What follows belongs to an exercise in optimizing a design on an open flow for small area; a production flow would make more cautious choices.
Only simulation tests tie the RTL to the original design; equivalence was not proved.
The clock port is modelled as an ideal driver; clocking choices that lean on that would not hold on a real chip.
Power and IR drop assume default switching activity.

==> flow/design.v <==
module System(
	clk,
	rst,
	mbed,
	select,
	GreenBlueServoOut,
	RedServoOut,
	BinRecycleServoOut,
	RedBlueServoOut,
	GreenOtherServoOut,
	dispenseBlueLED,
	dispenseComplete,
	dispenseGreenLED,
	dispenseRedLED,
	mainState,
	mbedOutput,
	results,
	sortBlueLED,
	sortComplete,
	sortGreenLED,
	sortRedLED
);
input	clk;
input	rst;
input	[6:0] mbed;
input	[0:0] select;
output	GreenBlueServoOut;
output	RedServoOut;
output	BinRecycleServoOut;
output	RedBlueServoOut;
output	GreenOtherServoOut;
output	[0:0] dispenseBlueLED;
output	[0:0] dispenseComplete;
output	[0:0] dispenseGreenLED;
output	[0:0] dispenseRedLED;
output	[4:0] mainState;
output	[2:0] mbedOutput;
output	[2:0] results;
output	[0:0] sortBlueLED;
output	[0:0] sortComplete;
output	[0:0] sortGreenLED;
output	[0:0] sortRedLED;
wire [6:0] cIn = select ? 7'b1101110 : mbed;
reg  [6:0] cChk;	 
reg  [6:0] cOut;	 
reg  [2:0] cMo;
reg        cSCO, cDCO, cRcv;
reg  [15:0] cCnt;
wire cChg  = cChk != cIn;
wire cWrap = (cCnt & 16'd50000) == 16'd50000;	 
wire sCmp, dCmp;
always @(posedge clk)
	if (rst) begin
		cChk <= 7'd0;
		cOut[0] <= 1'b0;
		cOut[4] <= 1'b0;
		cMo  <= 3'd0;
		cSCO <= 1'b0;
		cDCO <= 1'b0;
		cRcv <= 1'b0;
		cCnt <= 16'd0;
	end else begin
		cChk <= cIn;
		cOut[0] <= cChk[0];
		cOut[4] <= cChk[4];
		cMo  <= {cDCO, cSCO, cRcv};
		cSCO <= ~cChg & (cSCO | sCmp);
		cDCO <= ~cChg & (cDCO | dCmp);
		if (cChg)
			cRcv <= 1'b1;
		else if (cWrap)
			cRcv <= 1'b0;
		cCnt <= (cWrap & ~cChg) ? 16'd0 : cCnt + {15'd0, ~cChg};
	end
wire [6:0] mIn = select ? mbed : 7'b0111111;
reg  [5:0]  mY;		 
reg         mChg;	 
reg         mStart;
reg  [4:0]  mR;		 
reg  [4:0]  mState;
reg  [14:0] mPause;
reg  [15:0] mCnt;
reg         mRcv, mCmp;
reg  [1:0]  mRes;
reg         mAct;	 
reg  [1:0]  mRB;	 
reg  [2:0]  mGO;	 
reg  [1:0]  mBR;	 
reg  [1:0]  mRd;	 
reg  [1:0]  mGB;	 
wire [4:0] mEnc  = (~mY[5] & (~mY[4] | (mY[3:0] <= 4'd2))) ? mY[4:0] : 5'd0;
wire       mWrap = (mCnt & 16'd50000) == 16'd50000;	 
wire       mHit  = (mPause & 15'd25000) == 15'd25000;	 
wire       mIdle = mState == 5'd0;
wire       mSortSt = mState == 5'd1;
wire       mDispSt = (mState == 5'd2) | (mState == 5'd3) | (mState == 5'd4);
wire       mTestSt = ~mIdle & ~mSortSt & ~mDispSt;
wire       mEnd    = mState == 5'd18;
wire       mDone   = mStart & ((mSortSt & sCmp) | (mDispSt & dCmp) | (mTestSt & mHit));
wire       mSS = mAct & mSortSt;
wire       mDS = mAct & mDispSt;
wire [2:0] mSortColour = {~mSS, 2'b11};
wire [1:0] mDispense   = {~mDS | mState[2], ~mDS | mState[0]};
always @(posedge clk)
	if (rst) begin
		mY     <= 6'd0;
		mChg   <= 1'b0;
		mStart <= 1'b0;
		mR     <= 5'd0;
		mState <= 5'd0;
		mPause <= 15'd0;
		mCnt   <= 16'd0;
		mRcv   <= 1'b0;
		mCmp   <= 1'b0;
		mRes   <= 2'd0;
		mAct   <= 1'b0;
		mRB    <= 2'd0;
		mGO    <= 3'd0;
		mBR    <= 2'd0;
		mRd    <= 2'd0;
		mGB    <= 2'd0;
	end else begin
		mY     <= mIn[5:0];
		mChg   <= mIn[5:0] != mY;
		mStart <= mIn[6];
		mRes   <= {mCmp, mRcv};
		if (mChg)
			mRcv <= 1'b1;
		else if (mWrap)
			mRcv <= 1'b0;
		mCnt <= (mWrap & ~mChg) ? 16'd0 : mCnt + {15'd0, ~mChg};
		mPause <= (mStart & mTestSt & mHit) ? 15'd0 : mPause + {14'd0, mStart & mTestSt};
		if (mDone)
			mCmp <= 1'b1;
		else if (mChg)
			mCmp <= 1'b0;
		if (mStart & mIdle & (mR != 5'd0))
			mR <= 5'd0;
		else if (mChg)
			mR <= mEnc;
		if (mStart) begin
			if (mIdle)
				mState <= mR;
			else if (mDone)
				mState <= 5'd0;
			if (mSortSt) mAct <= ~sCmp;
			if (mDispSt) mAct <= ~dCmp;
			case (mState)
				5'd5:  mRB <= 2'd1;
				5'd6:  mRB <= 2'd2;
				5'd7:  mRB <= 2'd3;
				5'd8:  mGO <= 3'b110;
				5'd9:  mGO <= 3'b100;
				5'd10: mGO <= 3'b101;
				5'd11: mBR <= 2'b11;
				5'd12: mBR <= 2'b10;
				5'd13: mRd <= 2'b11;
				5'd14: mRd <= 2'b10;
				5'd15: mGB <= 2'd1;
				5'd16: mGB <= 2'd2;
				5'd17: mGB <= 2'd3;
				5'd18: begin
					mRB <= mHit ? 2'd0 : 2'd2;
					mGO <= mHit ? 3'b000 : 3'b111;
					mBR <= mHit ? 2'b00 : 2'b10;
					mRd <= mHit ? 2'b00 : 2'b10;
					mGB <= mHit ? 2'd0 : 2'd2;
				end
				default: ;
			endcase
		end
	end
wire       sStart = select ? mSS : cOut[0];
wire [2:0] sCol   = select ? mSortColour : cOut[3:1];
reg  [2:0]  sChk;
reg         sUsed;
reg         sCmpR;
reg  [3:0]  sState;
reg  [16:0] sPause;
reg         sBR;	 
wire [2:0] sReg  = sUsed ? 3'b111 : sChk;
wire       sIdle = sState == 4'd0;
wire       sTake = sStart & sIdle & ~(sReg[2] & sReg[1]);
wire       sP    = |sPause;
reg        sHit, sLast;
always @* begin
	case (sState)
		4'd2, 4'd4, 4'd6, 4'd9, 4'd12:
			sHit = (sPause & 17'd5000) == 17'd5000;
		4'd14:
			sHit = (sPause & 17'd10000) == 17'd10000;
		4'd13, 4'd15:
			sHit = (sPause & 17'd100000) == 17'd100000;
		default:
			sHit = (sPause & 17'd20000) == 17'd20000;
	endcase
	case (sState)
		4'd2, 4'd4, 4'd6, 4'd9, 4'd12, 4'd15: sLast = 1'b1;
		default: sLast = 1'b0;
	endcase
end
always @(posedge clk)
	if (rst) begin
		sUsed  <= 1'b0;
		sCmpR  <= 1'b0;
		sState <= 4'd0;
		sPause <= 17'd0;
		sBR    <= 1'b0;
	end else begin
		sPause <= (sStart & ~sIdle & sHit) ? 17'd0 : sPause + {16'd0, sStart & ~sIdle};
		if (sTake)
			sUsed <= 1'b1;
		else if (sCol != sChk)
			sUsed <= 1'b0;
		if (sStart & ~sIdle & sHit & sLast)
			sCmpR <= 1'b1;
		else if (sCol != sChk)
			sCmpR <= 1'b0;
		if (sStart) begin
			if (sIdle) begin
				if (sTake)
					case (sReg)
						3'd0: sState <= 4'd1;
						3'd1: sState <= 4'd3;
						3'd2: sState <= 4'd5;
						3'd3: sState <= 4'd7;
						3'd4: sState <= 4'd10;
						default: sState <= 4'd13;
					endcase
			end else if (sHit)
				sState <= sLast ? 4'd0 : sState + 1'b1;
			if (sState == 4'd7) sBR <= 1'b1;
			if (sState == 4'd8 && sHit) sBR <= 1'b0;
			if (sState == 4'd10) sBR <= 1'b0;
			if (sState == 4'd11 && sHit) sBR <= 1'b1;
		end
	end
assign sCmp = sCmpR;
assign sortRedLED   = (sState == 4'd1 & sP) | (sState == 4'd2);
assign sortGreenLED = (sState == 4'd3 & sP) | (sState == 4'd4);
assign sortBlueLED  = (sState == 4'd5 & sP) | (sState == 4'd6);
assign sortComplete = sCmpR;
wire       dStart = select ? mDS : cOut[4];
wire [1:0] dCol   = select ? mDispense : cOut[6:5];
reg  [1:0]  dChk;
reg         dUsed;
reg         dCmpR;
reg  [3:0]  dState;
reg  [14:0] dPause;
wire [1:0] dReg  = dUsed ? 2'b11 : dChk;
wire       dIdle = dState == 4'd0;
wire       dTake = dStart & dIdle & ~(dReg[1] & dReg[0]);
wire       dP    = |dPause;
reg        dHit, dLast;
always @* begin
	case (dState)
		4'd2:       dHit = (dPause & 15'd30000) == 15'd30000;
		4'd4, 4'd7: dHit = (dPause & 15'd15000) == 15'd15000;
		4'd1:       dHit = 1'b1;
		default:    dHit = (dPause & 15'd20000) == 15'd20000;
	endcase
	case (dState)
		4'd3, 4'd6, 4'd9: dLast = 1'b1;
		default: dLast = 1'b0;
	endcase
end
always @(posedge clk)
	if (rst) begin
		dUsed  <= 1'b0;
		dCmpR  <= 1'b0;
		dState <= 4'd0;
		dPause <= 15'd0;
	end else begin
		dPause <= (dStart & ~dIdle & dHit) ? 15'd0 : dPause + {14'd0, dStart & ~dIdle};
		if (dTake)
			dUsed <= 1'b1;
		else if (dCol != dChk)
			dUsed <= 1'b0;
		if (dStart & ~dIdle & dHit & dLast)
			dCmpR <= 1'b1;
		else if (dCol != dChk)
			dCmpR <= 1'b0;
		if (dStart) begin
			if (dIdle) begin
				if (dTake)
					case (dReg)
						2'd0: dState <= 4'd1;
						2'd1: dState <= 4'd4;
						default: dState <= 4'd7;
					endcase
			end else if (dHit)
				dState <= dLast ? 4'd0 : dState + 1'b1;
		end
	end
always @(posedge clk) begin
	{cOut[6:5], cOut[3:1]} <= {cChk[6:5], cChk[3:1]};
	sChk <= sCol;
	dChk <= dCol;
end
assign dCmp = dCmpR;
assign dispenseRedLED   = (dState == 4'd2) | (dState == 4'd3);
assign dispenseGreenLED = (dState == 4'd4 & dP) | (dState == 4'd5) | (dState == 4'd6);
assign dispenseBlueLED  = (dState == 4'd7 & dP) | (dState == 4'd8) | (dState == 4'd9);
assign dispenseComplete = dCmpR;
assign mainState  = mState;
assign results    = {1'b0, mRes};
assign mbedOutput = select ? {1'b0, mRes} : cMo;
wire [1:0] nRB = (sState == 4'd1 & sP) ? 2'd1 : (sState == 4'd5 & sP) ? 2'd2 : 2'd0;
wire [1:0] nGO = (sState == 4'd3 & sP) ? 2'd1 :
                 ((sState == 4'd7 | sState == 4'd10) & sP) ? 2'd2 : 2'd0;
wire       nBR = sBR;
wire       nRD = dState == 4'd2;
reg  [2:0] nGB;
always @* begin
	case (dState)
		4'd4: nGB = dP ? 3'd1 : 3'd0;
		4'd5: nGB = dP ? 3'd2 : 3'd1;
		4'd6: nGB = dP ? 3'd0 : 3'd2;
		4'd7: nGB = dP ? 3'd3 : 3'd0;
		4'd8: nGB = dP ? 3'd4 : 3'd3;
		4'd9: nGB = dP ? 3'd0 : 3'd4;
		default: nGB = 3'd0;
	endcase
end
wire [1:0] eRB = (mRB == 2'd0) ? nRB : (mRB == 2'd1) ? 2'd1 : (mRB == 2'd2) ? 2'd0 : 2'd2;
wire [1:0] eGO = mGO[2] ? mGO[1:0] : nGO;
wire       eBR = mBR[1] ? mBR[0] : nBR;
wire       eRD = mRd[1] ? mRd[0] : nRD;
wire [2:0] eGB = (mGB == 2'd0) ? nGB : (mGB == 2'd1) ? 3'd5 : (mGB == 2'd2) ? 3'd1 : 3'd4;
reg  [13:0] pwmCnt;
reg         pwmRun;	 
reg  [1:0]  pRB, pGO;
reg         pBR, pRD;
reg  [2:0]  pGB;
reg         oRB, oGO, oBR, oRD, oGB;
wire [11:0] pc = pwmCnt[13:2];
wire pcZ = pc == 12'd0;
wire k0  = pcZ & (pwmCnt[1:0] == 2'd0);
wire k2  = pcZ & (pwmCnt[1:0] == 2'd2);
reg eRBq, eGOq, eBRq, eRDq, eGBq;
always @* begin
	case (pRB)
		2'd1: eRBq = &{pc[9], pc[5:3], pc[1]};		 
		2'd2: eRBq = &{pc[7], pc[5:3], pc[0]};		 
		default: eRBq = &{pc[8], pc[6:5], pc[1:0]};	 
	endcase
	case (pGO)
		2'd0: eGOq = &{pc[8], pc[6], pc[4], pc[2]};	 
		2'd1: eGOq = &{pc[6], pc[2:1]};			 
		2'd2: eGOq = &{pc[9], pc[5:4]};			 
		default: eGOq = &{pc[8], pc[6:5], pc[1:0]};	 
	endcase
	eBRq = pBR ? &{pc[8], pc[6], pc[4:1]}		 
	           : &{pc[9], pc[6], pc[2]};		 
	eRDq = pRD ? &{pc[7:6], pc[3]}			 
	           : &{pc[8:7], pc[5:3]};		 
	case (pGB)
		3'd1: eGBq = &{pc[8], pc[6:5], pc[1:0]};	 
		3'd2: eGBq = &{pc[9], pc[6], pc[3:1]};		 
		3'd3: eGBq = &{pc[8:7], pc[3], pc[1:0]};	 
		3'd4: eGBq = &{pc[3], pc[1]};			 
		3'd5: eGBq = &{pc[9], pc[5], pc[2:1]};		 
		default: eGBq = &{pc[8], pc[6:4], pc[2:0]};	 
	endcase
end
always @(posedge clk)
	if (rst) begin
		pwmCnt <= 14'd0;
		pwmRun <= 1'b0;
		oRB <= 1'b0;
		oGO <= 1'b0;
		oBR <= 1'b0;
		oRD <= 1'b0;
		oGB <= 1'b0;
	end else begin
		pwmCnt <= pwmCnt + 1'b1;
		pwmRun <= pwmRun | k2;
		oRB <= (k0 & pwmRun) | (k2 & ~pwmRun) | (oRB & ~eRBq);
		oGO <= (k0 & pwmRun) | (k2 & ~pwmRun) | (oGO & ~eGOq);
		oBR <= (k0 & pwmRun) | (k2 & ~pwmRun) | (oBR & ~eBRq);
		oRD <= (k0 & pwmRun) | (k2 & ~pwmRun) | (oRD & ~eRDq);
		oGB <= (k0 & pwmRun) | (k2 & ~pwmRun) | (oGB & ~eGBq);
	end
always @(posedge clk)
	if (k2) begin
		pRB <= eRB;
		pGO <= eGO;
		pBR <= eBR;
		pRD <= eRD;
		pGB <= eGB;
	end
assign RedBlueServoOut    = oRB;
assign GreenOtherServoOut = oGO;
assign BinRecycleServoOut = oBR;
assign RedServoOut        = oRD;
assign GreenBlueServoOut  = oGB;
endmodule
==> flow/flow/run.sh <==
#!/bin/bash
# Own layout flow: the standard ORFS flow (standard.sh, unchanged synthesis),
# with smaller port buffers and a clock tree without dummy loads.
set -euo pipefail
export BUFFER_PORTS_ARGS="-buffer_cell sky130_fd_sc_hd__buf_1"
export CTS_ARGS="-sink_clustering_enable -repair_clock_nets -dont_use_dummy_load -root_buf sky130_fd_sc_hd__clkbuf_4 -buf_list sky130_fd_sc_hd__clkbuf_8"
bash standard.sh synth     > log_1_synth.log     2>&1
bash standard.sh floorplan > log_2_floorplan.log 2>&1
bash standard.sh place     > log_3_place.log     2>&1
bash standard.sh cts       > log_4_cts.log       2>&1
bash standard.sh route     > log_5_route.log     2>&1
bash standard.sh finish    > log_6_finish.log    2>&1
==> flow/standard.sh <==
#!/bin/bash
# synth_recipe.tcl (not shown) runs the flow's synth.tcl, then flattens the netlist and writes it again
# the make line also repeats each setting of config.mk as NAME=value (left out here)
make -C /OpenROAD-flow-scripts/flow DESIGN_CONFIG=/design/flow/config.mk WORK_HOME=/design/flow/orfs CLKGATE_MAP_FILE= SYNTH_SCRIPT=/design/flow/synth_recipe.tcl "${@:-finish}"
==> flow/config.mk <==
export PLATFORM = sky130hd
export DESIGN_NAME = System
export DESIGN_NICKNAME = System
export VERILOG_FILES = /design/flow/design.v
export SDC_FILE = /design/flow/constraint.sdc
export NUM_CORES = 4
export LEC_CHECK = 0
export CAP_MARGIN = 20
export CORE_MARGIN = 2
export CORE_UTILIZATION = 60
export SLEW_MARGIN = 20
==> flow/constraint.sdc <==
create_clock -name core_clock -period 10.0 [get_ports {clk}]
set_input_delay 2.0000 -clock core_clock [delete_from_list [all_inputs] [get_ports {clk}]]
set_output_delay 2.0000 -clock core_clock [all_outputs]
set_load 0.01 [all_outputs]
==> results of run 1 <==
## how the worst max path moves through the flow
stage	depth (start not counted)	endpoint	slack, ns	from
floorplan	3	mbedOutput[0]	5.09	select[0]
global placement	4	mbedOutput[0]	5.15	select[0]
detailed placement	4	mbedOutput[0]	5.15	select[0]
CTS	4	mbedOutput[1]	5.15	select[0]
global route	4	mbedOutput[0]	5.07	select[0]
finish	4	mbedOutput[1]	5.15	select[0]
## layer usage
layer  global-route usage, %  wire length, µm
met1                    32.1             8930
met2                    35.7             7870
met3                    3.99              521
met4                    6.86              239
met5                       0                0
## cell usage after synthesis, types with 5 or more instances
master    count
nand4_1      22
nor2b_1      24
dfxtp_1     171
and3_1       27
buf_1         9
o22ai_1       7
nor2_1      136
a31oi_1       7
clkbuf_1     33
o21ai_0      42
nand2b_1      6
or2_2         5
xnor2_1      37
xor2_1       47
nor3b_1      11
nand2_1      95
edfxtp_1      9
nand3_1      46
buf_2         5
a21oi_1      57
inv_1        40
or3_1        11
mux2i_1       8
and2_1        9
nor3_1       30
nor4_1       17
a22oi_1       9
a211oi_1      6
o211ai_1      6
o21a_1        9
ha_1         28
## sequential cells by signal, indices dropped and copies added (netlist names), 4 cells and up
name	count
mState	5
dPause	15
dState	4
mPause	15
mR	5
cCnt	16
cOut	7
cChk	7
mCnt	16
pwmCnt	14
sState	4
sPause	17
mY	6
## cell type report
cell class | count | area (µm²)
clock buffer | 17 | 228
multi-input combinational | 773 | 4730
fill | 1293 | 5180
tap | 184 | 230
inverter | 41 | 154
timing repair buffer | 35 | 144
sequential | 180 | 3690
antenna | 1 | 2.50
## power by group through the flow
stage | Sequential (µW) | Combinational [µW] | Clock (µW)
floorplan | 765 | 51.4 | 0
global placement | 768 | 67.5 | 0
detailed placement | 769 | 68.0 | 0
CTS | 752 | 68.3 | 373
global route | 755 | 77.3 | 394
finish | 752 | 68.0 | 362
## logic make-up after synthesis
kind of cell | after synthesis
other | 1
buffers and inverters | 89
multiplexers | 14
flip-flops | 180
XOR/XNOR | 84
adder cells (fa/ha/maj) | 28
AND/OR/NAND/NOR | 454
AO/OA/AOI/OAI | 192
## metrics by stage
stage,hold slack [ns],setup WS (ns)
detailed placement,0.360,5.15
CTS,0.371,5.15
floorplan,0.347,5.09
finish,0.372,5.15
global route,0.384,5.07
global placement,0.360,5.15
==> flow_summary.toml, run 1 <==
[route]
avgViaCountPerCell = 5.73
antenna_left = 0
wl_um = 17600
num_vias = 7052
drt_first_pass_iters = 5
drcViolationCount = 0
drtIter0Drc = 380
drt-wirelength-per-cell_um = 14.3

[grt]
grt_max_degree = 70
antenna_found_initial = 1
overflow = 0
track_usage_pct = 22.7
grt_pass1_wl_um = 29900
grt_pass1_vias = 6298

[synthesis]
synth_top_family_by_area = "simple AND/OR/NAND/NOR gates"
synth_ff_type = "dfxtp_1"
synthSimpleGateAreaFrac_pct = 25.3
ys.warnings.count = 1
synth_cell_types = 71
syn_area_per_cell_um2 = 8.40
yosysSeqAreaShare_pct = 42.2
async_reset_ff_share_pct = 0
synth_cells = 1042
ys_ff_latch = 180
synth_fp_nets = 1080
synth-edff-count = 9
yosysTopAreaCell = "dfxtp_1"
synth-compound-area-share_pct = 14.4
synth_area_leaders = "dfxtp_1 (39%), nor2_1 (5.8%), xor2_1 (4.7%)"
synth_xor_area_share_pct = 8.40
synth_area_mm2 = 0.00876
synth.top_cell.area_share_pct = 39.1
muxShareOfSynthArea_pct = 1.77
synth_fa_ha_area_share_pct = 4.00

[run]
drv_cap = 0

[clocking]
clkTransAtPathRegs_ns = 0.07
cts_tree = "yes"
cts.sinks = 180
cts_setup_buffers = 0
h-tree-depth = 4
cts_made_buffers = 17
postCtsHoldBufs = 0
cts_resized = 0
clk_latency_ns = 0.60
ctsRootBufferMaster = "clkbuf_4"
clockBufferDepth = 2

[worst_setup_path]
cp_top_family = "buffers and inverters"
worstPathArrival_ns = 2.85
crit_top_cell = "buf_1"
r2r-start = "mState[1]"
r2r_end = "dPause[14]"
end_kind = "output port"
slowest_stage = "mux2_2"
cp_num_buf_inv = 3
rrSetupSlack_ns = 6.76
crit_fanout = 32
critPathKind = "in -> out"
worstSetupStartpointType = "input port"
cp.required_ns = 8.00
reg2regPathDepth = 12
crit_path_max_incr_delay_ns = 0.37
path_cells = "buf_1, buf_4, mux2_2, buf_1"

[floorplanning]
rows = 44
fp.dieW_um = 125
core_area_mm2 = 0.0144
start_util_pct = 60.9
die_height_um = 125
io_pins = 34
die_area_mm2 = 0.0156

[layout]
final_area_mm2 = 0.00919
area_delta_synth_final_pct = 4.89
final_common_cell = "dfxtp_1"
final_cell_mix = "dfxtp_1 (171), nor2_1 (136), nand2_1 (95)"
instances_no_fill = 1231
fin_nets = 1086
drive_gt1_share_pct = 3.82
fin_util_pct = 63.9

[timing]
worst_pin_slew_ns = 0.907
drv_slew = 0
max_freq_ghz = 0.206
setup_tns_ns = 0
finalCritPeriodShare_pct = 48.5
layout_min_cycle_time_ns = 4.85
skew_ns = 0.0329
max_slew_margin_pct = 38.7
hold_viol_final = 0
setup_viol = 0
rsz0062_at_grt = "false"

[power_and_ir_drop]
p_leak_uw = 0.00327
ir_drop_mv = 0.110
powerDensity_mw_per_mm2 = 129
clockPowerShare_pct = 30.6
swShare_pct = 23.2
p_seq_share_pct = 63.6
switchingPower_uw = 275
p_int_uw = 908
combinationalPowerShare_pct = 5.8
power_uw = 1180

[placement]
post-place-cells = 1213
gp_congestion = 0.842
placed_area_mm2 = 0.00895
hpwl_um = 12100
io_buffers = 32

[worst_hold_path]
hp-class = "reg -> reg"
hp-start = "cChk[1]"
hold-path-endpoint = "cOut[1]"
hold_depth = 0

[run_status]
status = "timing/DRC/antenna clean"
==> run 2, diff against run 1 <==
==> flow/run.sh (new file) <==
#!/bin/bash
# synth_recipe.tcl (not shown) runs the flow's synth.tcl, then flattens the netlist and writes it again
# the make line also repeats each setting of config.mk as NAME=value (left out here)
make -C /OpenROAD-flow-scripts/flow DESIGN_CONFIG=/design/flow/config.mk WORK_HOME=/design/flow/orfs CLKGATE_MAP_FILE= SYNTH_SCRIPT=/design/flow/synth_recipe.tcl finish
--- a/flow/config.mk
+++ b/flow/config.mk
@@ -8,4 +8,5 @@
 export CAP_MARGIN = 20
 export CORE_MARGIN = 2
 export CORE_UTILIZATION = 60
+export CTS_BUF_LIST = sky130_fd_sc_hd__clkbuf_8
 export SLEW_MARGIN = 20
removed: flow/flow/run.sh
removed: flow/standard.sh
==> run 2 against run 1 <==
  * Sequential power about the same
  * Setup slack worse by 0.83 ns
  * Clock skew fell by 0.020 ns
  * Sequential share of layout area fell by 1.5 points
==> flow_summary.toml, run 2 <==
[floorplanning]
start_util_pct = 60.9
fp.dieW_um = 125
core_area_mm2 = 0.0144
rows = 44
io_pins = 34
die_area_mm2 = 0.0156
die_height_um = 125

[grt]
grt_max_degree = 71
track_usage_pct = 22.7
grt_pass1_vias = 6395
grt_pass1_wl_um = 29600
antenna_found_initial = 0
overflow = 0

[clocking]
cts.sinks = 180
ctsRootBufferMaster = "clkbuf_8"
clk_latency_ns = 0.47
h-tree-depth = 4
clockBufferDepth = 2
cts_made_buffers = 17
clkTransAtPathRegs_ns = 0.08
postCtsHoldBufs = 0
cts_resized = 0
cts_setup_buffers = 0
cts_tree = "yes"

[timing]
skew_ns = 0.0128
setup_viol = 0
finalCritPeriodShare_pct = 56.8
rsz0062_at_grt = "false"
setup_ws_ns = 4.32
max_slew_margin_pct = 39.1
drv_slew = 0
setup_tns_ns = 0
hold_viol_final = 0
max_freq_ghz = 0.176
worst_pin_slew_ns = 0.901
layout_min_cycle_time_ns = 5.68

[synthesis]
synth_fp_nets = 1080
synth_ff_type = "dfxtp_1"
syn_area_per_cell_um2 = 8.40
yosysTopAreaCell = "dfxtp_1"
ys_ff_latch = 180
synth.top_cell.area_share_pct = 39.1
synth_cell_types = 71
synth_area_mm2 = 0.00876
synth_cells = 1042
ys.warnings.count = 1
async_reset_ff_share_pct = 0
synth_area_leaders = "dfxtp_1 (39%), nor2_1 (5.8%), xor2_1 (4.7%)"
yosysMostFrequentCell = "dfxtp_1"
yosysSeqAreaShare_pct = 42.2
synth_common_cells = "dfxtp_1 (171), nor2_1 (136), nand2_1 (95)"
synth-edff-count = 9

[route]
drt-wirelength-per-cell_um = 14.0
drtIter0Drc = 403
num_vias = 7060
avgViaCountPerCell = 5.67
wl_um = 17400
antenna_left = 0
drcViolationCount = 0
drt_first_pass_iters = 5

[layout]
regMostFlops = "sPause"
reg_top3 = "sPause (17), cCnt (16), mCnt (16)"
area_delta_synth_final_pct = 8.87
diodes = 0
final_common_cell = "dfxtp_1"
largest_register_ffs = 17
fin_nets = 1087
final_cell_mix = "dfxtp_1 (171), nor2_1 (136), nand2_1 (95)"
instances_no_fill = 1246
drive_gt1_share_pct = 4.99

[worst_setup_path]
end_kind = "output port"
crit_path_max_incr_delay_ns = 0.53
critPathKind = "in -> out"
crit_top_cell = "clkdlybuf4s50_1"
crit_fanout = 29
slowest_stage = "clkdlybuf4s50_1"
worstSetupStartpointType = "input port"
cp.required_ns = 8.00
path_cells = "clkdlybuf4s50_1, buf_4, mux2_2, clkdlybuf4s50_1"
worstPathArrival_ns = 3.68

[placement]
post-place-cells = 1214
dpl_worst_slack_ns = 4.32
gp_congestion = 0.829
io_buffers = 32
hpwl_um = 12000

[power_and_ir_drop]
powerDensity_mw_per_mm2 = 138
ir_drop_mv = 0.150
power_uw = 1310
p_leak_uw = 0.00343

[run]
drv_cap = 0

[worst_hold_path]
hp-class = "reg -> reg"

[run_status]
status = "timing/DRC/antenna clean"
run 2: cell counts after synthesis:
Identical to the previous run, type by type.
run 2: worst max-delay path: cells and delay by family:
kind / cells / cell delay (ns)
buffers and inverters: 3 / 1.31
muxes: 1 / 0.37
run 2: layout make-up:
type	instances	area, µm²
Fill cell	1267	4830
Multi-Input combinational cell	773	4720
Sequential cell	180	3690
Timing Repair Buffer	36	345
Clock buffer	18	248
Tap cell	184	230
Inverter	41	154
Clock inverter	14	139
run 2: worst paths after layout:
path	from	to	slack, ns	cells after the start
setup / recovery	select[0]	mbedOutput[0]	4.32	4
hold / removal	cChk[1]	cOut[1]	0.37	0
setup reg to reg	mState[1]	sPause[12]	6.81	11
hold reg to reg	cChk[1]	cOut[1]	0.37	0
run 2: cells by family after synthesis:
| family | after synthesis | share of synthesized area, % |
|---|---|---|
| AO/OA/AOI/OAI | 192 | 14.4 |
| multiplexers | 14 | 1.77 |
| adder cells (fa/ha/maj) | 28 | 4.00 |
| flip-flops | 180 | 42.2 |
| buffers and inverters | 89 | 3.93 |
| XOR/XNOR | 84 | 8.40 |
| AND/OR/NAND/NOR | 454 | 25.3 |
| other | 1 | 0.0428 |
run 2: power breakdown:
group | switching [µW] | internal, µW | total [µW] | leakage, µW
combinational | 43.3 | 30.9 | 74.1 | 0.00175
clock | 260 | 227 | 487 | 0.000205
sequential | 13.8 | 738 | 752 | 0.00147
total | 317 | 996 | 1310 | 0.00343
run 2: per-layer routing:
| layer | up-vias | track usage [%] | wire (µm) |
|---|---|---|---|
| li1 | 3672 | - | - |
| met3 | 18 | 5.63 | 638 |
| met2 | 115 | 36.2 | 7910 |
| met4 | 0 | 6.47 | 197 |
| met5 | - | 0 | 0 |
| met1 | 3255 | 30.8 | 8650 |
run 2: stage by stage:
| step | util (%) | instance area (µm²) | hold WS (ns) |
|---|---|---|---|
| 2_1_floorplan | - | 8760 | 0.347 |
| 3_3_place_gp | 63.6 | 9140 | 0.362 |
| 3_5_place_dp | 63.7 | 9150 | 0.358 |
| 4_1_cts | 66.4 | 9530 | 0.370 |
| 5_1_grt | 66.4 | 9530 | 0.379 |
| 6_report | 66.4 | 9530 | 0.369 |
==> run 3, diff against run 2 <==
--- a/flow/design.v
+++ b/flow/design.v
@@ -40,6 +40,10 @@
 output	[0:0] sortComplete;
 output	[0:0] sortGreenLED;
 output	[0:0] sortRedLED;
+wire [15:0] cCntInc, mCntInc;
+wire [14:0] mPauseInc, dPauseInc;
+wire [16:0] sPauseInc;
+wire [13:0] pwmCntInc;
 wire [6:0] cIn = select ? 7'b1101110 : mbed;
 reg  [6:0] cChk;	 
 reg  [6:0] cOut;	 
@@ -70,7 +74,7 @@
 			cRcv <= 1'b1;
 		else if (cWrap)
 			cRcv <= 1'b0;
-		cCnt <= (cWrap & ~cChg) ? 16'd0 : cCnt + {15'd0, ~cChg};
+		cCnt <= (cWrap & ~cChg) ? 16'd0 : cCntInc;
 	end
 wire [6:0] mIn = select ? mbed : 7'b0111111;
 reg  [5:0]  mY;		 
@@ -88,7 +92,7 @@
 reg  [1:0]  mBR;	 
 reg  [1:0]  mRd;	 
 reg  [1:0]  mGB;	 
-wire [4:0] mEnc  = (~mY[5] & (~mY[4] | (mY[3:0] <= 4'd2))) ? mY[4:0] : 5'd0;
+wire [4:0] mEnc  = (~mY[5] & (~mY[4] | (~mY[3] & ~mY[2] & ~(mY[1] & mY[0])))) ? mY[4:0] : 5'd0;
 wire       mWrap = (mCnt & 16'd50000) == 16'd50000;	 
 wire       mHit  = (mPause & 15'd25000) == 15'd25000;	 
 wire       mIdle = mState == 5'd0;
@@ -128,8 +132,8 @@
 			mRcv <= 1'b1;
 		else if (mWrap)
 			mRcv <= 1'b0;
-		mCnt <= (mWrap & ~mChg) ? 16'd0 : mCnt + {15'd0, ~mChg};
-		mPause <= (mStart & mTestSt & mHit) ? 15'd0 : mPause + {14'd0, mStart & mTestSt};
+		mCnt <= (mWrap & ~mChg) ? 16'd0 : mCntInc;
+		mPause <= (mStart & mTestSt & mHit) ? 15'd0 : mPauseInc;
 		if (mDone)
 			mCmp <= 1'b1;
 		else if (mChg)
@@ -183,6 +187,7 @@
 wire       sTake = sStart & sIdle & ~(sReg[2] & sReg[1]);
 wire       sP    = |sPause;
 reg        sHit, sLast;
+wire [3:0] sNext;
 always @* begin
 	case (sState)
 		4'd2, 4'd4, 4'd6, 4'd9, 4'd12:
@@ -207,7 +212,7 @@
 		sPause <= 17'd0;
 		sBR    <= 1'b0;
 	end else begin
-		sPause <= (sStart & ~sIdle & sHit) ? 17'd0 : sPause + {16'd0, sStart & ~sIdle};
+		sPause <= (sStart & ~sIdle & sHit) ? 17'd0 : sPauseInc;
 		if (sTake)
 			sUsed <= 1'b1;
 		else if (sCol != sChk)
@@ -228,7 +233,7 @@
 						default: sState <= 4'd13;
 					endcase
 			end else if (sHit)
-				sState <= sLast ? 4'd0 : sState + 1'b1;
+				sState <= sLast ? 4'd0 : sNext;
 			if (sState == 4'd7) sBR <= 1'b1;
 			if (sState == 4'd8 && sHit) sBR <= 1'b0;
 			if (sState == 4'd10) sBR <= 1'b0;
@@ -252,6 +257,7 @@
 wire       dTake = dStart & dIdle & ~(dReg[1] & dReg[0]);
 wire       dP    = |dPause;
 reg        dHit, dLast;
+wire [3:0] dNext;
 always @* begin
 	case (dState)
 		4'd2:       dHit = (dPause & 15'd30000) == 15'd30000;
@@ -271,7 +277,7 @@
 		dState <= 4'd0;
 		dPause <= 15'd0;
 	end else begin
-		dPause <= (dStart & ~dIdle & dHit) ? 15'd0 : dPause + {14'd0, dStart & ~dIdle};
+		dPause <= (dStart & ~dIdle & dHit) ? 15'd0 : dPauseInc;
 		if (dTake)
 			dUsed <= 1'b1;
 		else if (dCol != dChk)
@@ -289,7 +295,7 @@
 						default: dState <= 4'd7;
 					endcase
 			end else if (dHit)
-				dState <= dLast ? 4'd0 : dState + 1'b1;
+				dState <= dLast ? 4'd0 : dNext;
 		end
 	end
 always @(posedge clk) begin
@@ -373,7 +379,7 @@
 		oRD <= 1'b0;
 		oGB <= 1'b0;
 	end else begin
-		pwmCnt <= pwmCnt + 1'b1;
+		pwmCnt <= pwmCntInc;
 		pwmRun <= pwmRun | k2;
 		oRB <= (k0 & pwmRun) | (k2 & ~pwmRun) | (oRB & ~eRBq);
 		oGO <= (k0 & pwmRun) | (k2 & ~pwmRun) | (oGO & ~eGOq);
@@ -394,4 +400,26 @@
 assign BinRecycleServoOut = oBR;
 assign RedServoOut        = oRD;
 assign GreenBlueServoOut  = oGB;
+rippleInc #(16) u_cCnt  (.q(cCnt),   .ci(~cChg),               .s(cCntInc));
+rippleInc #(16) u_mCnt  (.q(mCnt),   .ci(~mChg),               .s(mCntInc));
+rippleInc #(15) u_mPause(.q(mPause), .ci(mStart & mTestSt),    .s(mPauseInc));
+rippleInc #(17) u_sPause(.q(sPause), .ci(sStart & ~sIdle),     .s(sPauseInc));
+rippleInc #(15) u_dPause(.q(dPause), .ci(dStart & ~dIdle),     .s(dPauseInc));
+rippleInc #(4)  u_sSt   (.q(sState), .ci(1'b1),                .s(sNext));
+rippleInc #(4)  u_dSt   (.q(dState), .ci(1'b1),                .s(dNext));
+rippleInc #(14) u_pwm   (.q(pwmCnt), .ci(1'b1),                .s(pwmCntInc));
+endmodule
+module rippleInc #(parameter W = 8) (q, ci, s);
+input  [W-1:0] q;
+input          ci;
+output [W-1:0] s;
+wire   [W:0]   c;
+assign c[0] = ci;
+genvar i;
+generate
+	for (i = 0; i < W; i = i + 1) begin : g
+		assign s[i]   = q[i] ^ c[i];
+		assign c[i+1] = q[i] & c[i];
+	end
+endgenerate
 endmodule
==> flow/flow/run.sh (new file) <==
#!/bin/bash
# Own layout flow: the standard ORFS flow (standard.sh, unchanged synthesis),
# with smaller port buffers and a clock tree without dummy loads.
set -euo pipefail
export BUFFER_PORTS_ARGS="-buffer_cell sky130_fd_sc_hd__buf_1"
export CTS_ARGS="-sink_clustering_enable -repair_clock_nets -dont_use_dummy_load -root_buf sky130_fd_sc_hd__clkbuf_4 -buf_list sky130_fd_sc_hd__clkbuf_8"
bash standard.sh synth     > log_1_synth.log     2>&1
bash standard.sh floorplan > log_2_floorplan.log 2>&1
bash standard.sh place     > log_3_place.log     2>&1
bash standard.sh cts       > log_4_cts.log       2>&1
bash standard.sh route     > log_5_route.log     2>&1
bash standard.sh finish    > log_6_finish.log    2>&1
==> flow/standard.sh (new file) <==
#!/bin/bash
# synth_recipe.tcl (not shown) runs the flow's synth.tcl, then flattens the netlist and writes it again
# the make line also repeats each setting of config.mk as NAME=value (left out here)
make -C /OpenROAD-flow-scripts/flow DESIGN_CONFIG=/design/flow/config.mk WORK_HOME=/design/flow/orfs CLKGATE_MAP_FILE= SYNTH_SCRIPT=/design/flow/synth_recipe.tcl "${@:-finish}"
--- a/flow/config.mk
+++ b/flow/config.mk
@@ -7,6 +7,6 @@
 export LEC_CHECK = 0
 export CAP_MARGIN = 20
 export CORE_MARGIN = 2
-export CORE_UTILIZATION = 60
-export CTS_BUF_LIST = sky130_fd_sc_hd__clkbuf_8
+export CORE_UTILIZATION = 75
+export PLACE_DENSITY = 0.9
 export SLEW_MARGIN = 20
removed: flow/run.sh
==> run 3 against run 2 <==
  * Still clean
  * Wire length is 3.9% lower
  * Non-clock buffer count fell by 2
  * Combinational power down 6.1%
  * Critical path depth rose by 19
  * Hold slack worse by 0.023 ns
  * Total power down 10%
  * Clock skew up 0.010 ns
  * Cell area shrank 6.1%
  * Utilization up 13 points
  * Register-to-register slack lost 1.5 ns
  * Clock-buffer cell count decreased by 1
  * Largest power group unchanged
==> flow_summary.toml, run 3 <==
[run_status]
status = "timing/DRC/antenna clean"

[worst_setup_path]
critPathKind = "in -> reg"
crit_fanout = 44
cp.required_ns = 10.47
end_kind = "flop"
rrSetupSlack_ns = 5.27
worstSetupStartpointType = "input port"
worstPathArrival_ns = 6.26

[placement]
dpl_worst_slack_ns = 3.63
hpwl_um = 12000
io_buffers = 32
gp_congestion = 0.859

[layout]
final_common_cell = "dfxtp_1"
reg_top3 = "sPause (17), cCnt (16), mCnt (16)"
drive_gt1_share_pct = 5.30
fin_nets = 1021
regMostFlops = "sPause"
multi_input_area_mm2 = 0.00458
area_delta_synth_final_pct = 4.54
register_area_mm2 = 0.00369
fill_cells = 717
fin_util_pct = 79.4
largest_register_ffs = 17
diodes = 0
final_cell_mix = "dfxtp_1 (171), ha_1 (104), nor2_1 (77)"

[clocking]
cts.sinks = 180
clockBufferDepth = 2
cts_setup_buffers = 0
cts_tree = "yes"
clkTransAtPathRegs_ns = 0.09
clk_latency_ns = 0.60
cts_resized = 0
ctsRootBufferMaster = "clkbuf_4"
postCtsHoldBufs = 0
cts_made_buffers = 17
h-tree-depth = 4

[worst_hold_path]
hp-class = "reg -> reg"

[grt]
grt_pass1_vias = 6400
grtUsageMet3_pct = 6.67
grt_use_met2_pct = 51.0
grt_pass1_wl_um = 29100
grt_max_degree = 80
grt_use_met1_pct = 34.1
track_usage_pct = 28.6
gr-max-usage-layer = "met2"
antenna_found_initial = 0
overflow = 0

[run]
drv_cap = 0

[floorplanning]
fp.dieW_um = 111
die_area_mm2 = 0.0123
rows = 39
io_pins = 34
die_height_um = 111
core_area_mm2 = 0.0113
start_util_pct = 76.0

[timing]
worst_pin_slew_ns = 0.894
layout_min_cycle_time_ns = 5.79
drv_slew = 0
max_freq_ghz = 0.173
setup_tns_ns = 0
setup_ws_ns = 4.21
hold_viol_final = 0
skew_ns = 0.0230
rsz0062_at_grt = "false"
max_slew_margin_pct = 40.4
finalCritPeriodShare_pct = 57.9
setup_viol = 0

[synthesis]
synth_area_leaders = "dfxtp_1 (40%), ha_1 (15%), and2_1 (5.3%)"
synth_cell_types = 71
synth_cells = 890
synth-edff-count = 9
synth_fp_nets = 1004
async_reset_ff_share_pct = 0
ys.warnings.count = 1
yosysSeqAreaShare_pct = 43.1
synth_area_mm2 = 0.00856
synth.top_cell.area_share_pct = 40.0
synth_common_cells = "dfxtp_1 (171), ha_1 (104), nor2_1 (77)"
yosysMostFrequentCell = "dfxtp_1"
yosysTopAreaCell = "dfxtp_1"
ys_ff_latch = 180
synth_ff_type = "dfxtp_1"
syn_area_per_cell_um2 = 9.62

[power_and_ir_drop]
powerDensity_mw_per_mm2 = 132
p_leak_uw = 0.00394
ir_drop_mv = 0.144

[route]
num_vias = 6480
avgViaCountPerCell = 6.18
wl_um = 16700
drcViolationCount = 0
antenna_left = 0
drtIter0Drc = 689
drt_first_pass_iters = 5
drt-wirelength-per-cell_um = 16.0
-- run 3: cell count changes after synthesis, moves of 26 or more --
cell	previous run	this run
nand3_1	46	20
nor2_1	136	77
ha_1	28	104
nand2_1	95	48
xor2_1	47	10
xnor2_1	37	8
and2_1	9	72
-- run 3: worst paths after layout --
path,startpoint,endpoint,cells past startpoint
setup / recovery,select[0],sPause[16],23
setup reg to reg,mState[1],sPause[16],21
hold reg to reg,cChk[5],cOut[5],0
hold / removal,cChk[5],cOut[5],0
-- run 3: cells by family after synthesis --
group	Yosys count	share of synthesized area [%]
other	1	0.0438
adder cells (fa/ha/maj)	104	15.2
AO/OA/AOI/OAI	169	14.1
XOR/XNOR	18	1.84
flip-flops	180	43.1
multiplexers	8	0.994
AND/OR/NAND/NOR	339	21.4
buffers and inverters	71	3.33
-- run 3: through the flow --
stage / cells / power [µW] / cell area, µm² / hold WS [ns]
floorplan: 890 / 818 / 8560 / 0.331
global placement: 1031 / 832 / 8720 / 0.343
detailed placement: 1031 / 837 / 8720 / 0.351
CTS: 1048 / 1190 / 8950 / 0.347
global route: 1048 / 1220 / 8950 / 0.351
finish: 1048 / 1180 / 8950 / 0.346
-- run 3: report_power, final --
| group | switching, µW | internal, µW | total [µW] | leakage, µW |
|---|---|---|---|---|
| sequential | 13.9 | 738 | 752 | 0.00147 |
| combinational | 44.1 | 25.5 | 69.6 | 0.00235 |
| clock | 212 | 145 | 356 | 0.000120 |
| total | 270 | 908 | 1180 | 0.00394 |
-- run 3: layer usage --
layer / part of all wire [%] / wire [µm] / up-vias
met4: 1.4 / 237 / 0
li1: - / - / 3167
met3: 4.7 / 787 / 31
met1: 43 / 7120 / 3103
met5: 0 / 0 / -
met2: 51 / 8590 / 179
-- run 3: final cells by class --
cell class	count	share of cell area, %
clock buffer	17	2.54
inverter	35	1.47
multi-input combinational	639	51.2
sequential	180	41.3
tap	143	2.00
timing repair buffer	34	1.52
-- run 3: worst max-delay path, cell delays in order --
cell     delay (ns)
buf_1          0.06
buf_4          0.35
nor2b_1        0.11
a41oi_2        0.47
nor2_1         0.09
ha_1           0.20
ha_1           0.18
ha_1           0.18
ha_1           0.18
ha_1           0.17
ha_1           0.18
ha_1           0.18
ha_1           0.18
ha_1           0.17
ha_1           0.18
ha_1           0.18
ha_1           0.18
ha_1           0.17
ha_1           0.18
ha_1           0.18
ha_1           0.19
xor2_1         0.14
and2_1         0.16
==> run 4, diff against run 3 <==
--- a/flow/config.mk
+++ b/flow/config.mk
@@ -7,6 +7,5 @@
 export LEC_CHECK = 0
 export CAP_MARGIN = 20
 export CORE_MARGIN = 2
-export CORE_UTILIZATION = 75
-export PLACE_DENSITY = 0.9
+export CORE_UTILIZATION = 60
 export SLEW_MARGIN = 20
==> run 4 against run 3 <==
  * Clock skew grew 0.0067 ns
  * Setup slack got worse by 0.017 ns
  * Register-to-register slack worse by 0.04 ns
  * Non-clock buffer count unchanged
  * Fmax down 0.29%
  * Cell count increased by 3.6%
  * Combinational power is 2% lower
  * Sequential share of layout area fell by 0.22 points
  * Flip-flop and latch count is the same
  * Total power about the same
  * Critical endpoint unchanged
==> flow_summary.toml, run 4 <==
[run_status]
status = "timing/DRC/antenna clean"

[synthesis]
synth_area_mm2 = 0.00856
syn_area_per_cell_um2 = 9.62
synth_cells = 890
synth_ff_type = "dfxtp_1"
synth.top_cell.area_share_pct = 40.0
synth_cell_types = 71
async_reset_ff_share_pct = 0
yosysTopAreaCell = "dfxtp_1"
yosysSeqAreaShare_pct = 43.1
yosysMostFrequentCell = "dfxtp_1"
synth_area_leaders = "dfxtp_1 (40%), ha_1 (15%), and2_1 (5.3%)"
synth_fp_nets = 1004
synth_common_cells = "dfxtp_1 (171), ha_1 (104), nor2_1 (77)"
ys.warnings.count = 1
ys_ff_latch = 180
synth-edff-count = 9

[floorplanning]
io_pins = 34
rows = 43
die_area_mm2 = 0.0152
die_height_um = 123
fp.dieW_um = 123
start_util_pct = 61.5
core_area_mm2 = 0.0139

[worst_hold_path]
hold-path-endpoint = "cOut[1]"
hold_depth = 0
hp-class = "reg -> reg"
hp-start = "cChk[1]"

[timing]
rsz0062_at_grt = "false"
setup_tns_ns = 0
finalCritPeriodShare_pct = 58.0
skew_ns = 0.0297
setup_viol = 0
drv_slew = 0
max_freq_ghz = 0.172
max_slew_margin_pct = 40.4
worst_pin_slew_ns = 0.894
hold_viol_final = 0
layout_min_cycle_time_ns = 5.80

[grt]
grt_max_degree = 80
overflow = 0
antenna_found_initial = 1
track_usage_pct = 22.2
grt_pass1_vias = 5827
grt_pass1_wl_um = 26900

[clocking]
cts_made_buffers = 17
clkTransAtPathRegs_ns = 0.09
h-tree-depth = 4
clockBufferDepth = 2
cts_setup_buffers = 0
cts.sinks = 180
cts_resized = 0
clk_latency_ns = 0.60
ctsRootBufferMaster = "clkbuf_4"
cts_tree = "yes"
postCtsHoldBufs = 0

[worst_setup_path]
r2r_end = "sPause[16]"
reg2regPathDepth = 21
slowest_stage = "a41oi_2"
rrSetupSlack_ns = 5.23
worstSetupStartpointType = "input port"
path_cells = "buf_1, buf_4, nor2b_1, a41oi_2, nor2_1, ha_1, ha_1, ha_1, ha_1, ha_1, ha_1, ha_1, ha_1, ha_1, ha_1, ha_1, ha_1, ha_1, ha_1, ha_1, ha_1, xor2_1, and2_1"
cp.required_ns = 10.48
crit_path_max_incr_delay_ns = 0.47
crit_fanout = 44
worstPathArrival_ns = 6.29
end_kind = "flop"
critPathKind = "in -> reg"
crit_top_cell = "ha_1"
r2r-start = "mState[1]"

[run]
drv_cap = 0

[route]
num_vias = 6278
wl_um = 16200
drt-wirelength-per-cell_um = 14.9
drtIter0Drc = 365
drcViolationCount = 0
antenna_left = 0
avgViaCountPerCell = 5.78
drt_first_pass_iters = 5

[layout]
area_delta_synth_final_pct = 5.11
fin_nets = 1021
reg_top3 = "sPause (17), cCnt (16), mCnt (16)"
final_cell_mix = "dfxtp_1 (171), ha_1 (104), nor2_1 (77)"
regMostFlops = "sPause"
drive_gt1_share_pct = 5.30
final_common_cell = "dfxtp_1"
largest_register_ffs = 17

[power_and_ir_drop]
p_seq_share_pct = 63.8
swShare_pct = 22.9
power_uw = 1180
ir_drop_mv = 0.111
p_leak_uw = 0.00394
powerDensity_mw_per_mm2 = 131
clockPowerShare_pct = 30.4
switchingPower_uw = 270
p_int_uw = 908
combinationalPowerShare_pct = 5.8

[placement]
gp_congestion = 0.855
hpwl_um = 11700
io_buffers = 32
run 4: cell counts after synthesis:
Identical to the previous run, type by type.
run 4: layout make-up:
cell class / count / area [µm²]
flip-flops and latches: 180 / 3690
inverters: 35 / 131
fillers: 1156 / 4930
diodes: 1 / 2.50
clock buffers: 17 / 228
multi-input cells: 639 / 4580
well taps: 180 / 225
repair buffers: 34 / 136
run 4: power groups by stage:
stage                     registers [µW]  logic (µW)  clock network (µW)
after floorplan                      765        52.6                   0
after global placement               768        65.8                   0
after detailed placement             769        68.2                   0
after CTS                            752        68.5                 372
after global routing                 754        77.1                 394
final                                752        68.3                 358
run 4: logic make-up (layout without fill, tap and decap cells):
kind of cell | Yosys count | count (layout) | share of synthesized area, %
AOI/OAI and AO/OA | 169 | 169 | 14.1
other | 1 | 2 | 0.0438
DFF | 180 | 180 | 43.1
xor gates and xnor gates | 18 | 18 | 1.84
adders and majority gates | 104 | 104 | 15.2
muxes | 8 | 8 | 0.994
buffers and inverters | 71 | 86 | 3.33
and+or+nand+nor | 339 | 339 | 21.4
run 4: layer usage:
layer  global-route usage [%]  part of all wire [%]
met1                     28.1                    46
met4                     9.52                   2.1
met5                        0                     0
met3                     4.80                   4.6
met2                     36.6                    47
run 4: worst max-delay path: cells and delay by family:
family	cells	cell delay, ns
simple gates	3	0.34
buf+inv	2	0.41
fa+ha+maj	16	2.93
xor+xnor	1	0.14
compound gates	1	0.47
run 4: how the worst max path moves through the flow:
stage                     slack, ns  cells past startpoint          to  startpoint
after global placement         3.71                     23  sPause[16]   select[0]
after global routing           3.95                     23  sPause[16]   select[0]
after detailed placement       3.59                     23  sPause[16]   select[0]
final                          4.20                     23  sPause[16]   select[0]
after floorplan                4.22                     22  sPause[16]   select[0]
after CTS                      4.21                     23  sPause[16]   select[0]
run 4: per-stage QoR:
stage | utilization, % | setup slack (ns) | instance area [µm²] | hold WS, ns | std cells
floorplan | - | 4.22 | 8560 | 0.331 | 890
global placement | 62.9 | 3.71 | 8770 | 0.344 | 1068
detailed placement | 62.9 | 3.59 | 8770 | 0.357 | 1068
CTS | 64.6 | 4.21 | 9000 | 0.348 | 1085
global route | 64.6 | 3.95 | 9000 | 0.348 | 1086
finish | 64.6 | 4.20 | 9000 | 0.345 | 1086
==> run 5, diff against run 4 <==
--- a/flow/design.v
+++ b/flow/design.v
@@ -45,7 +45,10 @@
 wire [16:0] sPauseInc;
 wire [13:0] pwmCntInc;
 wire [6:0] cIn = select ? 7'b1101110 : mbed;
-reg  [6:0] cChk;	 
+reg  [6:0] mbD;
+reg        selD;
+wire       r0;
+wire [6:0] cChk = selD ? 7'b1101110 : mbD;	 
 reg  [6:0] cOut;	 
 reg  [2:0] cMo;
 reg        cSCO, cDCO, cRcv;
@@ -55,7 +58,6 @@
 wire sCmp, dCmp;
 always @(posedge clk)
 	if (rst) begin
-		cChk <= 7'd0;
 		cOut[0] <= 1'b0;
 		cOut[4] <= 1'b0;
 		cMo  <= 3'd0;
@@ -64,7 +66,6 @@
 		cRcv <= 1'b0;
 		cCnt <= 16'd0;
 	end else begin
-		cChk <= cIn;
 		cOut[0] <= cChk[0];
 		cOut[4] <= cChk[4];
 		cMo  <= {cDCO, cSCO, cRcv};
@@ -77,9 +78,9 @@
 		cCnt <= (cWrap & ~cChg) ? 16'd0 : cCntInc;
 	end
 wire [6:0] mIn = select ? mbed : 7'b0111111;
-reg  [5:0]  mY;		 
+wire [5:0]  mY = selD ? mbD[5:0] : {6{~r0}};	 
 reg         mChg;	 
-reg         mStart;
+wire        mStart = selD & mbD[6];
 reg  [4:0]  mR;		 
 reg  [4:0]  mState;
 reg  [14:0] mPause;
@@ -107,9 +108,7 @@
 wire [1:0] mDispense   = {~mDS | mState[2], ~mDS | mState[0]};
 always @(posedge clk)
 	if (rst) begin
-		mY     <= 6'd0;
 		mChg   <= 1'b0;
-		mStart <= 1'b0;
 		mR     <= 5'd0;
 		mState <= 5'd0;
 		mPause <= 15'd0;
@@ -124,9 +123,7 @@
 		mRd    <= 2'd0;
 		mGB    <= 2'd0;
 	end else begin
-		mY     <= mIn[5:0];
 		mChg   <= mIn[5:0] != mY;
-		mStart <= mIn[6];
 		mRes   <= {mCmp, mRcv};
 		if (mChg)
 			mRcv <= 1'b1;
@@ -300,6 +297,8 @@
 	end
 always @(posedge clk) begin
 	{cOut[6:5], cOut[3:1]} <= {cChk[6:5], cChk[3:1]};
+	mbD  <= rst ? 7'd0 : mbed;
+	selD <= ~rst & select;
 	sChk <= sCol;
 	dChk <= dCol;
 end
@@ -340,6 +339,7 @@
 reg  [2:0]  pGB;
 reg         oRB, oGO, oBR, oRD, oGB;
 wire [11:0] pc = pwmCnt[13:2];
+assign r0 = ~pwmRun & (pwmCnt[1:0] == 2'd0);	 
 wire pcZ = pc == 12'd0;
 wire k0  = pcZ & (pwmCnt[1:0] == 2'd0);
 wire k2  = pcZ & (pwmCnt[1:0] == 2'd2);
==> run 5 against run 4 <==
  * Fmax grew 1.9%
  * Cell count about the same
  * Setup slack improved by 0.11 ns
  * Non-clock buffer count rose by 1
  * Synthesized cell count shrank 0.22%
  * First-iteration DRC count shrank 6.3%
  * Clock skew up 0.0054 ns
  * Largest cell class unchanged
  * Largest power group unchanged
==> flow_summary.toml, run 5 <==
[route]
drt_first_pass_iters = 7
drtIter0Drc = 342
avgViaCountPerCell = 5.75
drcViolationCount = 0
antenna_left = 0
wl_um = 15900
drt-wirelength-per-cell_um = 14.6
num_vias = 6245

[worst_setup_path]
cp_num_buf_inv = 3
cp.required_ns = 10.47
critPathKind = "in -> reg"
slowest_stage = "a32oi_4"
crit_top_cell = "ha_1"
worstSetupStartpointType = "input port"
cp_top_family = "adder cells"
worstPathArrival_ns = 6.17
path_cells = "buf_1, buf_4, inv_1, a32oi_4, a21oi_1, ha_1, ha_1, ha_1, ha_1, ha_1, ha_1, ha_1, ha_1, ha_1, ha_1, ha_1, ha_1, ha_1, ha_1, ha_1, ha_1, xor2_1, and2_1"
rrSetupSlack_ns = 5.23
crit_fanout = 24
crit_path_max_incr_delay_ns = 0.35
end_kind = "flop"

[timing]
drv_slew = 0
hold_viol_final = 0
max_freq_ghz = 0.176
skew_ns = 0.0352
rsz0062_at_grt = "false"
finalCritPeriodShare_pct = 56.9
layout_min_cycle_time_ns = 5.69
max_slew_margin_pct = 41.6
setup_tns_ns = 0
worst_pin_slew_ns = 0.869
setup_viol = 0

[layout]
fin_util_pct = 64.6
fin_nets = 1023
drive_gt1_share_pct = 6.28
diodes = 0
area_delta_synth_final_pct = 5.04
final_cell_mix = "dfxtp_1 (165), ha_1 (104), and2_1 (81)"
largest_register_ffs = 17
reg_top3 = "sPause (17), cCnt (16), mCnt (16)"
regMostFlops = "sPause"
final_common_cell = "dfxtp_1"

[synthesis]
async_reset_ff_share_pct = 0
synth-edff-count = 9
synth_ff_type = "dfxtp_1"
synth_cells = 888
synth_area_mm2 = 0.00856
syn_area_per_cell_um2 = 9.64
yosysTopAreaCell = "dfxtp_1"
synth_common_cells = "dfxtp_1 (165), ha_1 (104), and2_1 (81)"
yosysMostFrequentCell = "dfxtp_1"
synth_cell_types = 79
yosysSeqAreaShare_pct = 41.7
synth.top_cell.area_share_pct = 38.6
ys_ff_latch = 174
synth_area_leaders = "dfxtp_1 (39%), ha_1 (15%), and2_1 (5.9%)"
synth_fp_nets = 1002
ys.warnings.count = 1

[clocking]
h-tree-depth = 4
cts_tree = "yes"
cts_setup_buffers = 0
clk_latency_ns = 0.60
ctsRootBufferMaster = "clkbuf_4"
cts_resized = 0
postCtsHoldBufs = 0
cts.sinks = 174
clockBufferDepth = 2
clkTransAtPathRegs_ns = 0.08
cts_made_buffers = 17

[floorplanning]
rows = 43
fp.dieW_um = 123
die_area_mm2 = 0.0152
core_area_mm2 = 0.0139
start_util_pct = 61.5
io_pins = 34
die_height_um = 123

[grt]
track_usage_pct = 22.3
overflow = 0
grt_max_degree = 68
grt_pass1_vias = 5952
grt_pass1_wl_um = 27100
antenna_found_initial = 0

[placement]
hpwl_um = 11600
io_buffers = 32
gp_congestion = 0.847

[worst_hold_path]
hp-class = "reg -> reg"

[power_and_ir_drop]
p_leak_uw = 0.00393
powerDensity_mw_per_mm2 = 129
ir_drop_mv = 0.114

[run]
drv_cap = 0

[run_status]
status = "timing/DRC/antenna clean"
run 5: cell types whose count changed after synthesis, moves of 9 or more:
cell	before	now
and2_1	72	81
clkbuf_1	25	16
inv_1	35	25
and2_4	9	0
nor2_1	77	68
run 5: per-stage QoR:
| step | hold slack (ns) | area (µm²) | cells | total power [µW] | setup slack [ns] |
|---|---|---|---|---|---|
| after floorplan | 0.402 | 8560 | 888 | 804 | 4.31 |
| after global placement | 0.419 | 8770 | 1070 | 822 | 3.80 |
| after detailed placement | 0.422 | 8770 | 1070 | 825 | 3.70 |
| after CTS | 0.443 | 8990 | 1087 | 1170 | 4.33 |
| after global routing | 0.472 | 8990 | 1087 | 1210 | 4.12 |
| final | 0.439 | 8990 | 1087 | 1160 | 4.31 |
run 5: final timing paths:
| path | startpoint | end | cells past startpoint |
|---|---|---|---|
| worst max-delay path | select[0] | sPause[16] | 23 |
| worst min register to register | pwmCnt[0] | pwmCnt[0] | 1 |
| worst min-delay path | pwmCnt[0] | pwmCnt[0] | 1 |
| worst max register to register | mState[2] | dPause[14] | 20 |
run 5: power by group:
group	internal [µW]	switching [µW]
clock network	145	207
registers	714	14.2
logic	31.4	49.5
run 5: cells by family after synthesis:
logic type | after synthesis | share of synthesized area [%]
AOI/OAI and AO/OA | 169 | 14.2
and+or+nand+nor | 351 | 22.4
adders and majority gates | 104 | 15.2
muxes | 11 | 1.37
xor gates and xnor gates | 20 | 2.05
other | 1 | 0.0438
buffers and inverters | 58 | 3.02
DFF | 174 | 41.7
run 5: worst register-to-register path: stages (launching register included):
cell,delay (ns)
dfxtp_1,0.78
and2b_1,0.29
o211ai_2,0.20
a21boi_2,0.37
nor2_1,0.08
ha_1,0.21
ha_1,0.18
ha_1,0.18
ha_1,0.18
ha_1,0.20
ha_1,0.20
ha_1,0.21
ha_1,0.20
ha_1,0.19
ha_1,0.19
ha_1,0.20
ha_1,0.19
ha_1,0.20
ha_1,0.21
xnor2_1,0.13
nor3_1,0.05
run 5: metal layers:
metal	vias up	GRT usage [%]	part of all wire (%)
met4	0	6.68	1.1
met5	-	0	0
met3	21	6.13	4.3
met1	2926	29.1	49
met2	128	36.0	46
li1	3170	-	-
run 5: final cells by class:
cell class	instances	area, µm²
sequential	174	3570
tap	180	225
clock buffer	17	228
inverter	25	93.8
multi-input combinational	656	4730
fill	1133	4940
timing repair buffer	35	144
==> run 6, diff against run 5 <==
--- a/flow/flow/run.sh
+++ b/flow/flow/run.sh
@@ -3,7 +3,8 @@
 # with smaller port buffers and a clock tree without dummy loads.
 set -euo pipefail
 export BUFFER_PORTS_ARGS="-buffer_cell sky130_fd_sc_hd__buf_1"
-export CTS_ARGS="-sink_clustering_enable -repair_clock_nets -dont_use_dummy_load -root_buf sky130_fd_sc_hd__clkbuf_4 -buf_list sky130_fd_sc_hd__clkbuf_8"
+export CTS_ARGS="-sink_clustering_enable -repair_clock_nets -dont_use_dummy_load -root_buf sky130_fd_sc_hd__clkbuf_4 -buf_list sky130_fd_sc_hd__clkbuf_4"
+export POST_CTS_TCL="$PWD/flow/post_cts.tcl"
 bash standard.sh synth     > log_1_synth.log     2>&1
 bash standard.sh floorplan > log_2_floorplan.log 2>&1
 bash standard.sh place     > log_3_place.log     2>&1
==> flow/flow/post_cts.tcl (new file) <==
proc fix_clock_leaf_slew { limit } {
  estimate_parasitics -placement
  set n 0
  foreach inst [[ord::get_db_block] getInsts] {
    set m [[$inst getMaster] getName]
    if { $m ne "sky130_fd_sc_hd__clkbuf_4" } { continue }
    set worst 0.0
    foreach it [$inst getITerms] {
      if { ![$it isOutputSignal] } { continue }
      set net [$it getNet]
      if { $net eq "NULL" } { continue }
      foreach sink [$net getITerms] {
        if { [$sink isOutputSignal] } { continue }
        set pin [get_pins [[$sink getInst] getName]/[[$sink getMTerm] getName]]
        set s [get_property $pin slew_max]
        if { $s > $worst } { set worst $s }
      }
    }
    if { $worst > $limit } {
      replace_cell [get_cells [$inst getName]] sky130_fd_sc_hd__clkbuf_8
      incr n
    }
  }
  puts "fix_clock_leaf_slew: upsized $n clock buffers"
  return $n
}

fix_clock_leaf_slew 0.100
set result [catch { detailed_placement } msg]
if { $result != 0 } { error "Detailed placement failed after clock buffer upsizing: $msg" }
check_placement -verbose
==> run 6 against run 5 <==
  * Highest routed layer unchanged
  * Non-clock buffer count is the same
  * Largest cell class unchanged
  * Fmax shrank 2.2%
  * Still clean
  * Cell count is the same
  * Utilization shrank 0.18 points
  * Wire length grew 0.40%
  * Combinational power is essentially flat
==> flow_summary.toml, run 6 <==
[floorplanning]
core_area_mm2 = 0.0139
fp.dieW_um = 123
rows = 43
start_util_pct = 61.5
die_area_mm2 = 0.0152
die_height_um = 123
io_pins = 34

[worst_setup_path]
crit_top_cell = "ha_1"
cp.required_ns = 10.35
crit_path_max_incr_delay_ns = 0.35
worstPathArrival_ns = 6.17
path_cells = "buf_1, buf_4, inv_1, a32oi_4, a21oi_1, ha_1, ha_1, ha_1, ha_1, ha_1, ha_1, ha_1, ha_1, ha_1, ha_1, ha_1, ha_1, ha_1, ha_1, ha_1, ha_1, xor2_1, and2_1"
crit_fanout = 24
worstSetupStartpointType = "input port"
end_kind = "flop"
critPathKind = "in -> reg"
slowest_stage = "a32oi_4"

[timing]
hold_viol_final = 0
setup_viol = 0
setup_tns_ns = 0
layout_min_cycle_time_ns = 5.82
skew_ns = 0.0240
finalCritPeriodShare_pct = 58.2
max_slew_margin_pct = 42.0
drv_slew = 0
worst_pin_slew_ns = 0.863
rsz0062_at_grt = "false"
max_freq_ghz = 0.172

[route]
num_vias = 6251
drt_first_pass_iters = 5
avgViaCountPerCell = 5.75
drt-wirelength-per-cell_um = 14.7
drtIter0Drc = 369
antenna_left = 0
wl_um = 16000
drcViolationCount = 0

[layout]
final_common_cell = "dfxtp_1"
final_cell_mix = "dfxtp_1 (165), ha_1 (104), and2_1 (81)"
largest_register_ffs = 17
drive_gt1_share_pct = 6.28
diodes = 0
final_area_mm2 = 0.00897
area_delta_synth_final_pct = 4.75
regMostFlops = "sPause"
fin_nets = 1023
reg_top3 = "sPause (17), cCnt (16), mCnt (16)"

[power_and_ir_drop]
powerDensity_mw_per_mm2 = 128
p_leak_uw = 0.00392
ir_drop_mv = 0.114
power_uw = 1140

[clocking]
cts.sinks = 174
clkTransAtPathRegs_ns = 0.09
cts_tree = "yes"
clk_latency_ns = 0.45

[synthesis]
synth-edff-count = 9
yosysTopAreaCell = "dfxtp_1"
synth_area_mm2 = 0.00856
ys.warnings.count = 1
synth_common_cells = "dfxtp_1 (165), ha_1 (104), and2_1 (81)"
synth_cell_types = 79
synth.top_cell.area_share_pct = 38.6
synth_cells = 888
synth_fp_nets = 1002
syn_area_per_cell_um2 = 9.64
synth_area_leaders = "dfxtp_1 (39%), ha_1 (15%), and2_1 (5.9%)"
yosysSeqAreaShare_pct = 41.7
synth_ff_type = "dfxtp_1"
yosysMostFrequentCell = "dfxtp_1"
ys_ff_latch = 174
async_reset_ff_share_pct = 0

[placement]
gp_congestion = 0.847
hpwl_um = 11600
placed_area_mm2 = 0.00877
io_buffers = 32

[grt]
grt_pass1_wl_um = 27000
antenna_found_initial = 0
grt_max_degree = 68
grt_pass1_vias = 5943
track_usage_pct = 22.2
overflow = 0

[worst_hold_path]
hp-class = "reg -> reg"

[run]
drv_cap = 0

[run_status]
status = "timing/DRC/antenna clean"
run 6: cell counts after synthesis:
No cell type changed its count.
run 6: layout make-up:
| cell class | count | area (µm²) |
|---|---|---|
| multi-input cells | 656 | 4730 |
| well taps | 180 | 225 |
| repair buffers | 35 | 144 |
| fillers | 1135 | 4960 |
| inverters | 25 | 93.8 |
| flip-flops and latches | 174 | 3570 |
| clock buffers | 17 | 203 |
run 6: report_power, final:
| group | leakage [µW] | total, µW | switching [µW] | internal [µW] |
|---|---|---|---|---|
| logic | 0.00239 | 81.2 | 49.9 | 31.4 |
| registers | 0.00142 | 728 | 14.2 | 714 |
| clock network | 0.000109 | 335 | 205 | 130 |
| total | 0.00392 | 1140 | 269 | 874 |
run 6: final timing paths:
kind                  start    endpoint  slack (ns)  cells past startpoint
setup / recovery  select[0]  sPause[16]        4.18                     23
hold reg to reg   pwmCnt[0]   pwmCnt[0]        0.44                      1
setup reg to reg  mState[2]  dPause[14]        5.23                     20
hold / removal    pwmCnt[0]   pwmCnt[0]        0.44                      1
run 6: kinds of logic (layout without fill, tap and decap cells):
| logic type | after synthesis | count (layout) | synth area share (%) |
|---|---|---|---|
| AO/OA/AOI/OAI | 169 | 169 | 14.2 |
| multiplexers | 11 | 11 | 1.37 |
| buffers and inverters | 58 | 77 | 3.02 |
| other | 1 | 1 | 0.0438 |
| AND/OR/NAND/NOR | 351 | 351 | 22.4 |
| XOR/XNOR | 20 | 20 | 2.05 |
| flip-flops | 174 | 174 | 41.7 |
| adder cells (fa/ha/maj) | 104 | 104 | 15.2 |
run 6: worst max-delay path, delay by kind of cell:
family                   cells  cell delay (ns)
adder cells (fa/ha/maj)     16             2.89
buffers and inverters        3             0.52
AO/OA/AOI/OAI                2             0.47
AND/OR/NAND/NOR              1             0.15
XOR/XNOR                     1             0.14
run 6: through the flow:
step	hold WS, ns	utilization [%]	cells	setup slack (ns)
floorplan	0.402	-	888	4.31
global placement	0.419	62.9	1070	3.80
detailed placement	0.422	62.9	1070	3.70
global route	0.471	64.4	1087	3.98
finish	0.438	64.4	1087	4.18
run 6: layer usage:
layer	routed length (µm)	up-vias	track usage [%]
met5	0	-	0
met4	145	0	6.61
met3	769	19	5.58
met2	7320	134	36.1
met1	7730	2928	29.1
li1	-	3170	-

-- static timing again, ports no longer ideal --
Ports are ideal in the flow. The routed layouts listed here were re-timed in OpenROAD. Step 1 assumes that a clkbuf_16 drives the clock port and a buf_2 every other input. Step 2 times the ports against the registers' clock, not the clock port: input delays grow and output delays shrink by t, the midpoint of the rising clock arrivals with the driver on. Three values: ideal ports, drivers, drivers and shift; two values: the first two.
| run | shift t [ns] | setup WS [ns] | hold WS [ns] |
|---|---|---|---|
| run 1 | 0.620 | 5.149 / 5.127 / 5.127 | 0.372 / 0.372 / 0.372 |
| run 2 | 0.500 | 4.317 / 4.294 / 4.294 | 0.369 / 0.369 / 0.369 |
| run 3 | 0.624 | 4.214 / 4.227 / 3.603 | 0.346 / 0.346 / 0.346 |
| run 4 | 0.627 | 4.198 / 4.216 / 3.589 | 0.345 / 0.345 / 0.345 |
| run 5 | 0.621 | 4.307 / 4.319 / 3.699 | 0.439 / 0.439 / 0.439 |
| run 6 | 0.470 | 4.177 / 4.188 / 3.718 | 0.438 / 0.438 / 0.438 |
After both steps setup and hold are still met in every run listed. For run 3, which loses most, drivers alone change the setup slack by +0.013 ns; drivers and shift together by -0.611 ns.
